Background: an optimization exercise with open tools, aiming at small area. Do not read the settings as production practice. Only simulation tests tie the RTL to the original design; equivalence was not proved. Power is estimated from default activity; no workload was simulated.

Design Follower, start of the top module:
module Follower(clk,RST_n,led,a2d_SS_n,SCLK,MISO,MOSI,rev_rht,
                rev_lft,fwd_rht,fwd_lft,IR_in_en,IR_mid_en,IR_out_en,
				in_transit,OK2Move,buzz,buzz_n,BC,RX);
clock: 20.0 ns
lec_check: 0
cap_margin: 20
core_margin: 2
core_utilization: 40
slew_margin: 20
run.sh (not shown) runs the stock make flow with config.mk's settings and CLKGATE_MAP_FILE= SYNTH_SCRIPT=/design/flow/synth_recipe.tcl, a recipe that flattens the netlist after the stock synthesis.
The first run ran to the end with no violations.
==> next run, changes <==
- ABC_AREA: not set -> 1
What happened:
- The changed run completed without violations
- area after synthesis climbs by a few percent
- routed wire length increases by a little under a tenth
- setup slack gets better by 4.9 ps
- clock skew barely changes
- critical path depth does not change

========
== main ==
Follower, a different RTL version from the one above (not shown whole).
Size: roughly 1100 cells after synthesis, ~250 flip-flops, about 27 I/O pins, ~12000 um2 of cells after synthesis.
Settings: LEC_CHECK=0, CAP_MARGIN=20, CORE_MARGIN=2, CORE_UTILIZATION=40, CTS_BUF_LIST=sky130_fd_sc_hd__clkbuf_4 sky130_fd_sc_hd__clkbuf_8, CTS_CLUSTER_DIAMETER=60, CTS_CLUSTER_SIZE=10, SLEW_MARGIN=20; clock period 20.0 ns.
Input changes introduced in the feature branch (baseline for comparison: main):
==> flow/flow/run.sh (new file) <==
#!/bin/bash
# Layout flow: the standard flow (standard synthesis unchanged), with
#  - the port buffers made with the smallest buffer (buf_1) instead of the default,
#  - clock tree synthesis with clkbuf_8 leaf clusters of at most 14 sinks and no
#    dummy loads,
#  - after global routing, gates off the critical paths downsized (RECOVER_POWER).
# Every tool's output goes to standard.log in this folder (ORFS also keeps its own
# per-step logs under orfs/logs).
set -o pipefail
CTS="-sink_clustering_enable -repair_clock_nets -sink_clustering_size 14 -sink_clustering_max_diameter 80 -buf_list sky130_fd_sc_hd__clkbuf_8 -dont_use_dummy_load"
bash standard.sh "BUFFER_PORTS_ARGS=-buffer_cell sky130_fd_sc_hd__buf_1" "CTS_ARGS=$CTS" RECOVER_POWER=100 finish > standard.log 2>&1
==> flow/standard.sh (new file) <==
#!/bin/bash
# synth_recipe.tcl (not shown) runs the flow's synth.tcl, then flattens the netlist and writes it again
# the make line also repeats each setting of config.mk as NAME=value (left out here)
make -C /OpenROAD-flow-scripts/flow DESIGN_CONFIG=/design/flow/config.mk WORK_HOME=/design/flow/orfs CLKGATE_MAP_FILE= SYNTH_SCRIPT=/design/flow/synth_recipe.tcl "${@:-finish}"
-- flow/config.mk --
<<< main, line 11
export CTS_BUF_LIST = sky130_fd_sc_hd__clkbuf_4 sky130_fd_sc_hd__clkbuf_8
export CTS_CLUSTER_DIAMETER = 60
export CTS_CLUSTER_SIZE = 10
>>> the feature branch, line 11
removed: flow/run.sh
[summary]
Completing all stages was not enough for the feature branch: its layout failed the final checks because of capacitance limit, slew limit.
Fraction of met1 tracks used by global routing essentially unchanged between the feature branch and main.
main -> the feature branch: non-clock buffer count delta 0, exact match
Compared with main, in the feature branch part of the power in combinational logic rose 0.6 points; area of the multi-input gates fell 49 um2; worst setup slack fell 1.48 ns.
Summary of the comparison: routed wire length is lower in the feature branch, relative to main.
The feature branch -> main: minimum hold slack flat

========
Setup of exp/raven:
Follower, a different RTL version from the one above (not shown whole).
Size: about 250 flip-flops, ~27 I/O pins.
==> flow/design.v (excerpt) <==
module Follower(clk,RST_n,led,a2d_SS_n,SCLK,MISO,MOSI,rev_rht,
                rev_lft,fwd_rht,fwd_lft,IR_in_en,IR_mid_en,IR_out_en,
				in_transit,OK2Move,buzz,buzz_n,BC,RX);
export LEC_CHECK = 0
export CAP_MARGIN = 20
export CORE_MARGIN = 2
export CORE_UTILIZATION = 40
export SLEW_MARGIN = 20
create_clock -name core_clock -period 20.0 [get_ports {clk}]
standard.sh (not shown) runs the stock make flow with config.mk's settings and CLKGATE_MAP_FILE= SYNTH_SCRIPT=/design/flow/synth_recipe.tcl, a recipe that flattens the netlist after the stock synthesis.
==> flow/flow/run.sh <==
#!/bin/bash
# Layout flow: the standard flow (standard synthesis unchanged), with
#  - the port buffers made with the smallest buffer (buf_1) instead of the default,
#  - clock tree synthesis with clkbuf_8 leaf clusters of at most 18 sinks and no
#    dummy loads.
# Every tool's output goes to standard.log in this folder (ORFS also keeps its own
# per-step logs under orfs/logs).
set -o pipefail
CTS="-sink_clustering_enable -repair_clock_nets -sink_clustering_size 18 -sink_clustering_max_diameter 100 -buf_list sky130_fd_sc_hd__clkbuf_8 -dont_use_dummy_load"
bash standard.sh "BUFFER_PORTS_ARGS=-buffer_cell sky130_fd_sc_hd__buf_1" "CTS_ARGS=$CTS" finish > standard.log 2>&1
exp/raven ended with every stage complete and zero timing, DRC or antenna violations.
For exp/amber, these inputs were changed with respect to exp/raven:
diff --git a/flow/flow/run.sh b/flow/flow/run.sh
--- a/flow/flow/run.sh
+++ b/flow/flow/run.sh
@@ -4 +4 @@
-#  - clock tree synthesis with clkbuf_8 leaf clusters of at most 18 sinks and no
+#  - clock tree synthesis with clkbuf_8 leaf clusters of at most 14 sinks and no
@@ -9 +9 @@
-CTS="-sink_clustering_enable -repair_clock_nets -sink_clustering_size 18 -sink_clustering_max_diameter 100 -buf_list sky130_fd_sc_hd__clkbuf_8 -dont_use_dummy_load"
+CTS="-sink_clustering_enable -repair_clock_nets -sink_clustering_size 14 -sink_clustering_max_diameter 80 -buf_list sky130_fd_sc_hd__clkbuf_8 -dont_use_dummy_load"
[summary]
The final reports for exp/amber and exp/raven show first-iteration DRC count lower in the former.
The via count normalized by instance count was comparable across exp/amber and exp/raven.
Changes observed in exp/amber relative to exp/raven: power in the clock group climbed about 8%, sequential share of power down 1.4 points, post-route worst hold slack now sits at about the same level, final design utilization higher.
In exp/amber, the worst setup slack came out 0.038 ns above the value in exp/raven.
Between exp/amber and exp/raven, switching share of total power is higher for exp/raven, exp/amber comes in under that.
Flop-to-flop setup slack: exp/amber vs exp/raven — no meaningful difference
## Diff of input files: exp/harbor against exp/amber
diff --git a/flow/flow/run.sh b/flow/flow/run.sh
--- a/flow/flow/run.sh
+++ b/flow/flow/run.sh
@@ -4 +4 @@
-#  - clock tree synthesis with clkbuf_8 leaf clusters of at most 14 sinks and no
+#  - clock tree synthesis with clkbuf_4 or clkbuf_8 leaf clusters of at most 10 sinks and no
@@ -9 +9 @@
-CTS="-sink_clustering_enable -repair_clock_nets -sink_clustering_size 14 -sink_clustering_max_diameter 80 -buf_list sky130_fd_sc_hd__clkbuf_8 -dont_use_dummy_load"
+CTS="-sink_clustering_enable -repair_clock_nets -sink_clustering_size 10 -sink_clustering_max_diameter 60 -buf_list {sky130_fd_sc_hd__clkbuf_4 sky130_fd_sc_hd__clkbuf_8} -dont_use_dummy_load"
==> notes.md <==
Going from exp/amber to exp/harbor, power density of the placed cells grew by a few percent. exp/harbor vs exp/amber — power rose 5.4%. Per the comparison of exp/harbor with exp/amber, worst setup slack closely matched the old numbers, non-clock buffering overhead in the final layout saw little to no change, maximum root-to-sink buffer count has remained practically unchanged.
> inputs changed (exp/harbor -> exp/umber)
Settings: GPL_TIMING_DRIVEN: unset -> 0.
==> flow/flow/run.sh <==
#!/bin/bash
# Layout flow: the standard flow (standard synthesis unchanged), with
#  - the port buffers made with the smallest buffer (buf_1) instead of the default,
#  - clock tree synthesis with clkbuf_8 leaf clusters of at most 14 sinks and no
#    dummy loads,
#  - the buffers from synthesis removed at floorplan (placement is not timing driven).
# Every tool's output goes to standard.log in this folder (ORFS also keeps its own
# per-step logs under orfs/logs).
set -o pipefail
CTS="-sink_clustering_enable -repair_clock_nets -sink_clustering_size 14 -sink_clustering_max_diameter 80 -buf_list sky130_fd_sc_hd__clkbuf_8 -dont_use_dummy_load"
bash standard.sh "BUFFER_PORTS_ARGS=-buffer_cell sky130_fd_sc_hd__buf_1" "CTS_ARGS=$CTS" REMOVE_ABC_BUFFERS=1 finish > standard.log 2>&1
==> notes.md <==
Every stage of the flow completed for exp/umber, and the final layout passed the timing, DRC and antenna checks. exp/harbor | status: complete | timing, DRC, antenna: pass. Comparing exp/harbor with exp/umber, the per-cell via count in the routed design came out essentially unchanged. Looking at part of the power in the clock network, exp/umber sits 3.7 points lower than exp/harbor does. Against exp/harbor, exp/umber reports a worst-case vdd ir drop that is lower. Delta (exp/umber minus exp/harbor): number of antenna violations at the first check in global routing now sits higher; total of plain and repair buffers excluding clock buffers now sits lower; overall power of the completed layout now sits lower.
